Background: an optimization exercise with open tools, aiming at small area and a short achievable clock period. Do not read the settings as production practice. In this exercise RTL edits were held to simulation tests only and were not proved equivalent to the original. No activity file was given, so power comes from the tool's default toggle rates.

Design ex2_1, start of the top module:
module ex2_1 (
  input               clk, rst, validi,
  input        [31:0] data_in,
  output logic        valido,
  output logic [31:0] data_out
);
Size in the first run: about 1700 cells after synthesis, ~16000 um^2 of cells after synthesis.
Settings: LEC_CHECK=0, CAP_MARGIN=20, CORE_MARGIN=2, CORE_UTILIZATION=40, SLEW_MARGIN=20; clock period 10.0 ns.
standard.sh (not shown) runs the stock make flow with config.mk's settings and CLKGATE_MAP_FILE= SYNTH_SCRIPT=/design/flow/synth_recipe.tcl, a recipe that flattens the netlist after the stock synthesis.
==> flow/flow/run.sh <==
#!/bin/bash
# The standard layout (standard.sh), with repair_timing asked for a larger setup margin.
export SETUP_SLACK_MARGIN=6
bash standard.sh > standard.log 2>&1
==> next run, changes <==
==> flow/run.sh (new file) <==
#!/bin/bash
# synth_recipe.tcl (not shown) runs the flow's synth.tcl, then flattens the netlist and writes it again
# the make line also repeats each setting of config.mk as NAME=value (left out here)
make -C /OpenROAD-flow-scripts/flow DESIGN_CONFIG=/design/flow/config.mk WORK_HOME=/design/flow/orfs CLKGATE_MAP_FILE= SYNTH_SCRIPT=/design/flow/synth_recipe.tcl finish
SETUP_SLACK_MARGIN = 5   (was default)
removed: flow/flow/run.sh
removed: flow/standard.sh
The changed run completed with no timing, DRC or antenna violations. Wire length drops by about 4.5%. Worst setup slack loses 0.048 ns. Sequential cell count is unchanged. Final area decreases by 6.4%. Via count is lower by about 1.8%. Die area stays the same. Cell count shrinks by 1.8%. Non-clock buffer count shrinks by 42.
==> next run, changes <==
SETUP_SLACK_MARGIN = default   (was 5)
The new run went through all stages and came out clean.
Hold slack gets better by 0.0049 ns.
Sequential power goes down by about 2.7%.
Global-route usage came out lower by 1.6 points.
Critical path depth stays the same.
Total power decreases by 4.0%.
Worst setup slack loses 1.3 ns.
Via count is lower by about 4%.
Routed wire length went down by 10%.

* * *

== xenon ==
Another version of the RTL of ex2_1 (not shown whole).
Size: ~68 I/O pins, roughly 0.015 sq mm of cells after synthesis.
Settings: LEC_CHECK=0, CAP_MARGIN=20, CORE_MARGIN=2, CORE_UTILIZATION=40, SLEW_MARGIN=20, TNS_END_PERCENT=20; clock period 10.0 ns.
==> flow/flow/run.sh <==
#!/bin/bash
# The standard layout (standard.sh), with two changes:
#  - after the standard synthesis, fapol.py removes inverters between full-adder
#    cells by choosing the polarity each full adder computes in (a full adder is
#    self-dual); registers and everything else are left as synthesis made them;
#  - port buffers start as the smallest buffer (repair sizes them up as needed);
#  - repair_timing is asked for a larger setup margin.
set -e
NET=$PWD/orfs/results/sky130hd/ex2_1/base/1_2_yosys.v
bash standard.sh $NET > synth.log 2>&1
cp $NET 1_2_yosys.orig.v
python3 flow/fapol.py 1_2_yosys.orig.v $NET > fapol.log 2>&1
export SETUP_SLACK_MARGIN=5.5
export BUFFER_PORTS_ARGS="-buffer_cell sky130_fd_sc_hd__buf_1"
bash standard.sh > standard.log 2>&1
Other scripts of this flow, unchanged in this note and not shown: flow/flow/fapol.py
xenon did not stop at any stage, and its layout met the timing, DRC and antenna checks.
Setup changes, xenon to cedar
- TNS_END_PERCENT: 20 -> 5
diff --git a/flow/flow/run.sh b/flow/flow/run.sh
--- a/flow/flow/run.sh
+++ b/flow/flow/run.sh
@@ -13 +13 @@
-export SETUP_SLACK_MARGIN=5.5
+export SETUP_SLACK_MARGIN=5.8
Results
[compare] base=xenon new=cedar: maximum frequency has decreased, areal power density over the cells has remained practically unchanged, summed area of non-filler cells in the final layout has decreased, largest fanout of any net on the critical path has increased, remaining antenna violation count has remained practically unchanged.
Master of the slowest instance on the critical path = sky130_fd_sc_hd__a2111o_2: xenon; master of the slowest instance on the critical path = sky130_fd_sc_hd__a2111oi_4: cedar
For harbor, these inputs were changed with respect to cedar:
diff --git a/flow/flow/run.sh b/flow/flow/run.sh
--- a/flow/flow/run.sh
+++ b/flow/flow/run.sh
@@ -13 +13 @@
-export SETUP_SLACK_MARGIN=5.8
+export SETUP_SLACK_MARGIN=5.5
==> comparison <==
Summary of harbor over cedar: highest clock frequency the design can meet saw little to no change; minimum clock period saw little to no change. Diff cedar..harbor | worst setup slack | unchanged. harbor finished all stages; the layout is clean. No stage failed in cedar, and the final checks on the layout all came back clean. harbor -> cedar: post-placement cell area flat. Going from cedar to harbor, fraction of power consumed by the clock network about even, data required time of the critical path held, pre-CTS setup slack has remained practically unchanged, post-layout utilization of the core was more or less identical, clock network power closely matched the old numbers. Any difference in register-to-register slack between harbor and cedar is small enough to ignore. As far as synthesized cell count goes, cedar and harbor are indistinguishable; the numbers are identical.
> inputs changed (harbor -> pepper)
- TNS_END_PERCENT now 20, was 5
diff --git a/flow/flow/run.sh b/flow/flow/run.sh
--- a/flow/flow/run.sh
+++ b/flow/flow/run.sh
@@ -13 +13 @@
-export SETUP_SLACK_MARGIN=5.5
+export SETUP_SLACK_MARGIN=5.2
--- outcome ---
- Final period demand of the worst path on pepper is behind harbor.
- Going from harbor to pepper, switching part of the total power shrinks by 0.37 points.
- Launch point of the critical path: xa[0]$_DFF_P_ -> pepper, xa[1]$_DFF_P_ -> harbor
- Changes observed in pepper relative to harbor: post-placement cell area shrank by 55 sq um, worst hold slack after final layout shrank by 0.0047 ns, wire length on met2 shrank by 330 microns.

* * *

alpha:
ex2_1 again, from the RTL that the note above started with.
make LEC_CHECK=0 CAP_MARGIN=20 CORE_MARGIN=2 CORE_UTILIZATION=40 SETUP_SLACK_MARGIN=4.5 SLEW_MARGIN=20 TNS_END_PERCENT=5 finish   # period 10.0 ns
run.sh (not shown) runs the stock make flow with config.mk's settings and CLKGATE_MAP_FILE= SYNTH_SCRIPT=/design/flow/synth_recipe.tcl, a recipe that flattens the netlist after the stock synthesis.
Stock flow here: none of the scripts above is used.
alpha completed end to end with timing, DRC and antenna clean.
Relative to alpha, the following input files were edited for beta:
- putting SYNTH_HIERARCHICAL at 1 where nothing was set
- swapping 4.5 for 5 in SETUP_SLACK_MARGIN
- clearing TNS_END_PERCENT, which used to be 5
[summary]
- beta did not stop at any stage, and its layout met the timing, DRC and antenna checks.
- On total buffers and inverters traversed by the critical path: between alpha and beta, it ends up higher for alpha.
- Going from alpha to beta, pin slew with the least headroom to its limit dropped 0.25 ns, combinational power rose by about 13%.
- beta does worse than alpha on clock power.
- In the flow results for alpha and beta, the sequential power is smaller on beta.
- The first-pass detailed-route iteration total in beta sits 2 below the value recorded for alpha.
- Of alpha and beta, the higher number of global-route vias before repair belongs to beta.
- On final-layout fill cell count: between alpha and beta, it ends up higher for beta.
The inputs of gamma differ from those of beta as listed below.
- SYNTH_HIERARCHICAL removed (was 1)
- TNS_END_PERCENT newly set to 5
### Flow results
- In gamma relative to beta, clock network power consumption had gone up by a few percent.
- Diff beta -> gamma: floorplan die height saw a decrease, aggregate global-route resource usage went up 0.81 points.
- gamma against beta: total routed wirelength went down 3.9%, cell area after layout went down by 5.4%, first-iteration DRC count shows an increase of about 33%.
- Going from beta to gamma, the power was found to have gone down by about 8%.
- beta has higher setup fix buffers added after clock tree synthesis than gamma.
For delta, these inputs were changed with respect to gamma:
- clearing TNS_END_PERCENT, which used to be 5
Findings:
- Die area: gamma vs delta, no meaningful difference
- [compare] base=gamma new=delta: total combinational power flat, period utilization down 0.15 points.
- In terms of worst hold slack, gamma and delta differ only marginally.
- delta: done, clean on timing, DRC and antenna
- gamma finished all stages; the layout is clean.
- Cell area on delta is behind gamma.
- In terms of total power, delta and gamma differ only marginally.
- Between gamma and delta, the difference in clock group share of total power is negligible.
[inputs] epsilon vs delta
- swapping 40 for 60 in CORE_UTILIZATION
==> summary.txt <==
delta → epsilon: cell-internal power decreased by about 0.9% relative to the old numbers, area of the multi-input gates decreased by about 0.34% relative to the old numbers, worst hold margin increased by 0.013 ns relative to the old numbers, worst path setup slack after routing decreased by 0.020 ns relative to the old numbers.
End point of the critical path: data_out[28] -> delta, data_out[30] -> epsilon
Comparing epsilon and delta, part of the power in combinational logic is lower on delta.
From delta to epsilon the numbers moved as follows: maximum achievable frequency went down by 0.00073 GHz; global-route wire length before repair fell by 2.6%; proportion of cell area occupied by registers did not really move; total global routing track utilization shows an increase of 11 points.

re-timing with driven ports:
How much do the figures lean on ideal ports? The routed layouts below were timed once more, with nothing changed but the port constraints.
Step 1 sets driving cells, clkbuf_16 on the clock port and buf_2 on the other inputs (assumed; they add their load-dependent delay and slew).
Step 2 adds t to the input delays and takes it off the output delays; t is the mean of the earliest and latest rising clock arrival at the registers after step 1. Input paths then give back, and output paths get back, about the clock's delay inside the block.
a / b / c = ideal / step 1 / step 2; a / b = the first two.
run	shift t [ns]	setup WS [ns]	worst hold slack (ns)	worst register clock-pin slew, ns
the first run of note 1	0.511	4.928 / 4.870 / 5.073	0.381 / 0.381 / 0.381	0.07 / 0.07
the second run of note 1	0.510	4.880 / 4.823 / 4.838	0.370 / 0.370 / 0.370	0.07 / 0.07
the third run of note 1	0.496	3.537 / 3.483 / 3.979	0.374 / 0.374 / 0.374	0.07 / 0.07
xenon	0.503	4.915 / 4.860 / 5.080	0.375 / 0.375 / 0.375	0.07 / 0.07
cedar	0.502	4.882 / 4.828 / 5.075	0.375 / 0.375 / 0.375	0.07 / 0.07
harbor	0.502	4.882 / 4.828 / 5.075	0.375 / 0.375 / 0.375	0.07 / 0.07
pepper	0.503	4.842 / 4.790 / 4.840	0.370 / 0.370 / 0.370	0.07 / 0.07
alpha	0.503	4.292 / 4.237 / 4.573	0.379 / 0.379 / 0.379	0.07 / 0.07
beta	0.504	4.906 / 4.853 / 4.642	0.370 / 0.370 / 0.370	0.07 / 0.07
gamma	0.503	4.748 / 4.696 / 4.584	0.376 / 0.376 / 0.376	0.06 / 0.06
delta	0.504	4.763 / 4.711 / 4.648	0.376 / 0.376 / 0.376	0.06 / 0.06
epsilon	0.481	4.743 / 4.694 / 4.685	0.388 / 0.388 / 0.388	0.08 / 0.08
After both steps setup and hold are still met in every run listed. For beta, which loses most, drivers alone change the setup slack by -0.053 ns; drivers and shift together by -0.264 ns.
